This is an optimization exercise on Yosys and OpenROAD, whose aim is small area, a short achievable clock period and few clock cycles, not a production implementation. RTL that was checked went through simulation tests only; none was proved equivalent to the original. Power and IR drop assume default switching activity.

## rev 12
Design SimpleCPU, start of the top module:
module SimpleCPU(clk, rst, data_fromRAM, wrEn, addr_toRAM, data_toRAM, pCounter);
Size in the first run: ~1000 cells after synthesis, roughly 74 flip-flops.
make LEC_CHECK=0 CAP_MARGIN=20 CORE_MARGIN=2 CORE_UTILIZATION=50 CTS_BUF_LIST='sky130_fd_sc_hd__clkbuf_4 sky130_fd_sc_hd__clkbuf_8' SETUP_SLACK_MARGIN=3.3 SLEW_MARGIN=20 SYNTH_HIERARCHICAL=1 finish   # period 7.0 ns
run.sh (not shown) runs the stock make flow with config.mk's settings and CLKGATE_MAP_FILE= SYNTH_SCRIPT=/design/flow/synth_recipe.tcl, a recipe that flattens the netlist after the stock synthesis.
Looking at the reports, rev 12 completed the entire flow and the layout it produced met the timing, DRC and antenna checks.
Input changes introduced in rev 13 (baseline for comparison: rev 12):
diff --git a/flow/config.mk b/flow/config.mk
--- a/flow/config.mk
+++ b/flow/config.mk
@@ -8,6 +8,5 @@
 export CAP_MARGIN = 20
 export CORE_MARGIN = 2
-export CORE_UTILIZATION = 50
-export CTS_BUF_LIST = sky130_fd_sc_hd__clkbuf_4 sky130_fd_sc_hd__clkbuf_8
+export CORE_UTILIZATION = 40
 export SETUP_SLACK_MARGIN = 3.3
 export SLEW_MARGIN = 20
Notes after the runs:
Relative to rev 12, area growth from synthesis to layout has decreased by 0.47 points in rev 13.
Compared with rev 12, in rev 13 proportion of cell area spent on the clock network rose 1.1 points, total design power grew by about 1.3%, worst-case setup margin in the final layout fell by 0.0039 ns, wire length moved up, total number of nets in the final design down 17.
The lower clock-buffer cell count came out of rev 13.
No functional check of the RTL was part of any run of this note.

* * *

== 09-19 ==
The RTL this note starts from:
==> flow/design.v <==
`timescale 1ns / 1ps
module SimpleCPU(clk, rst, data_fromRAM, wrEn, addr_toRAM, data_toRAM, pCounter);
parameter SIZE = 10;
input clk, rst;
input wire [15:0] data_fromRAM;
output reg wrEn;
output reg [SIZE-1:0] addr_toRAM;
output wire [15:0] data_toRAM;
output reg [SIZE-1:0] pCounter;
localparam S_D = 3'd0;    
localparam S_E = 3'd1;    
localparam S_F = 3'd2;    
localparam S_R = 3'd3;    
localparam S_M = 3'd4;    
reg [2:0]  state, stateNext;
reg [2:0]  op, opNext;
reg [15:0] W, WNext;
reg [9:0]  S4, S4Next;      
reg        pend, pendNext;  
reg [15:0] Mreg;
reg [15:0] acc;
reg [1:0]  cnt, cntNext;
reg [9:0]  pcNext;
wire [15:0] I     = data_fromRAM;
wire [2:0]  iop   = I[15:13];
wire        azero = (I[12:0] == 13'd0);
wire [9:0]  pc1   = pCounter + 10'd1;
wire        Wz    = (W == 16'd0);
assign data_toRAM = W;
wire [15:0] M = data_fromRAM;
wire        sh_zero = (|M[15:5]) | (M[4] & ~|M[3:0]);
wire [15:0] Wrev, sh_in, sh_out, sh_rev;
genvar g;
generate for (g = 0; g < 16; g = g + 1) begin : rv
  assign Wrev[g] = W[15-g];
  assign sh_rev[g] = sh_out[15-g];
end endgenerate
assign sh_in  = M[4] ? Wrev : W;
assign sh_out = sh_in >> M[3:0];
wire [15:0] srl_res = sh_zero ? 16'd0 : (M[4] ? sh_rev : sh_out);
reg [15:0] alu;
always @* begin
  case (op)
    3'd0: alu = W + M;
    3'd1: alu = ~(W & M);
    3'd2: alu = srl_res;
    3'd3: alu = {15'd0, W < M};
    default: alu = M;
  endcase
end
wire [3:0]  nib  = Mreg[15:12];
wire [15:0] accs = {acc[11:0], 4'd0};    
wire [15:0] prod = accs + (nib[0] ? W : 16'd0) + (nib[1] ? {W[14:0], 1'b0} : 16'd0)
                 + (nib[2] ? {W[13:0], 2'd0} : 16'd0) + (nib[3] ? {W[12:0], 3'd0} : 16'd0);
wire inD = (state == S_D);
wire inE = (state == S_E);
wire inM = (state == S_M);
wire inF = (state == S_F);
wire inR = (state == S_R);
wire d_st  = (iop == 3'd6);
wire e_bzt = (op == 3'd4) & Wz;           
wire rI    = inE & e_bzt;
wire rP1   = (inE & ~e_bzt & (op != 3'd7)) | (inM & (cnt == 2'd2));
wire rP    = (inE & (op == 3'd7)) | (inM & (cnt != 2'd2)) | inF;
wire [9:0] addr_w;
wire       wrEn_w;
SimpleCPU_bus u_bus (.I(I), .S4(S4), .pc(pCounter), .pc1(pc1), .eaq(inD), .rI(rI),
                     .p1q(rP1), .rP(rP), .r4(inR), .wq(~rst & inD & ~pend),
                     .addr(addr_w), .wrEn(wrEn_w));
always @* begin
  addr_toRAM = addr_w;
  wrEn       = wrEn_w;
end
always @(posedge clk) begin
  state    <= stateNext;
  pCounter <= pcNext;
  op       <= opNext;
  W        <= WNext;
  S4       <= S4Next;
  pend     <= pendNext;
  acc      <= inE ? 16'd0 : prod;
  cnt      <= cntNext;
  Mreg     <= inM ? {Mreg[11:0], 4'd0} : data_fromRAM;
end
wire [9:0] ea_d = I[9:0] | ({10{azero}} & S4);
always @* begin
  stateNext = state;
  pcNext    = pCounter;
  opNext    = op;
  WNext     = pend ? prod : W;
  S4Next    = S4;
  pendNext  = 1'b0;
  cntNext   = 2'd0;
  if (rst) begin
    stateNext = S_R;
    pcNext    = 10'd0;
    if (inR) S4Next = I[9:0];
  end else begin
    case (state)
      S_R: begin                               
        S4Next    = I[9:0];
        stateNext = S_F;
      end
      S_D: begin
        opNext = iop;
        if (d_st) begin                        
          stateNext = S_F;
          if (!pend) begin                     
            pcNext = pc1;
            if (ea_d == 10'd4) S4Next = W[9:0];
          end
        end else begin
          stateNext = S_E;
        end
      end
      S_E: begin
        stateNext = S_D;
        if (op == 3'd4) begin                  
          pcNext = Wz ? M[9:0] : pc1;
        end else if (op == 3'd7) begin         
          stateNext = S_M;
        end else begin
          WNext  = alu;
          pcNext = pc1;
        end
      end
      S_M: begin
        cntNext = cnt + 2'd1;
        if (cnt == 2'd2) begin                 
          pcNext    = pc1;
          pendNext  = 1'b1;
          stateNext = S_D;
        end
      end
      default: begin                           
        stateNext = S_D;
      end
    endcase
  end
end
endmodule
module SimpleCPU_bus(I, S4, pc, pc1, eaq, rI, p1q, rP, r4, wq, addr, wrEn);
input  [15:0] I;
input  [9:0]  S4, pc, pc1;
input         eaq, rI, p1q, rP, r4, wq;
output [9:0]  addr;
output        wrEn;
wire azero = (I[12:0] == 13'd0);
assign addr = ({10{eaq}} & (I[9:0] | ({10{azero}} & S4)))
            | ({10{rI}} & I[9:0])
            | ({10{p1q}} & pc1)
            | ({10{rP}} & pc)
            | {7'd0, r4, 2'd0};
assign wrEn = wq & (I[15:13] == 3'd6);
endmodule
clock: 7.0 ns
lec_check: 0
cap_margin: 20
core_margin: 2
core_utilization: 40
setup_slack_margin: 2.9
slew_margin: 20
synth_hierarchical: 1
Every stage of the flow completed for 09-19, and the final layout passed the timing, DRC and antenna checks.
Testbench counts of 09-19, summed over its fixed seeds: cycles 110,587.
Inputs modified between 09-19 and 12-27:
- TNS_END_PERCENT now 10, previously not set
- SETUP_SLACK_MARGIN now 3.0, was 2.9
Notes after the runs:
Relative to 09-19, longest individual stage delay on the worst path has increased by 0.29 ns in 12-27.
12-27 ended with less buffer and inverter count on the worst path than 09-19.
Between 12-27 and 09-19, the routed wire length does not differ in any meaningful way.
The area taken by multi-input logic gates of 12-27 and that of 09-19 are within noise of each other.
Summary: global-route wire length before repair, 12-27 better than 09-19
The maximum fanout encountered on the critical timing path in 12-27 was higher than what 09-19 gave.

separate check: timing with driven ports:
How much do the figures lean on ideal ports? The routed layouts below were timed once more, with nothing changed but the port constraints.
Step 1: set_driving_cell puts a clkbuf_16 on clk and a buf_2 on each other input, an assumption about the parent block.
Step 2 adds t to the input delays and takes it off the output delays; t is the mean of the earliest and latest rising clock arrival at the registers after step 1. Input paths then give back, and output paths get back, about the clock's delay inside the block.
Slacks: no drivers / after step 1 / after step 2; pairs: no drivers / after step 1.
| run | t (ns) | slack for setup (ns) | worst hold slack (ns) | worst setup path after step 2 | latest minus earliest clock arrival (ns) |
|---|---|---|---|---|---|
| rev 12 | 0.410 | 2.674 / 2.640 / 2.640 | 0.424 / 0.424 / 0.424 | input to output | 0.018 / 0.018 |
| rev 13 | 0.389 | 2.670 / 2.623 / 2.623 | 0.425 / 0.425 / 0.425 | input to output | 0.013 / 0.013 |
| 09-19 | 0.395 | 2.874 / 2.829 / 2.678 | 0.420 / 0.420 / 0.420 | input to register | 0.006 / 0.006 |
| 12-27 | 0.394 | 2.852 / 2.841 / 2.663 | 0.430 / 0.430 / 0.430 | input to register | 0.008 / 0.007 |
After both steps every run listed still meets setup and hold. The setup slack of 09-19, which loses most, moves by -0.045 ns with the drivers and by -0.196 ns with both steps.
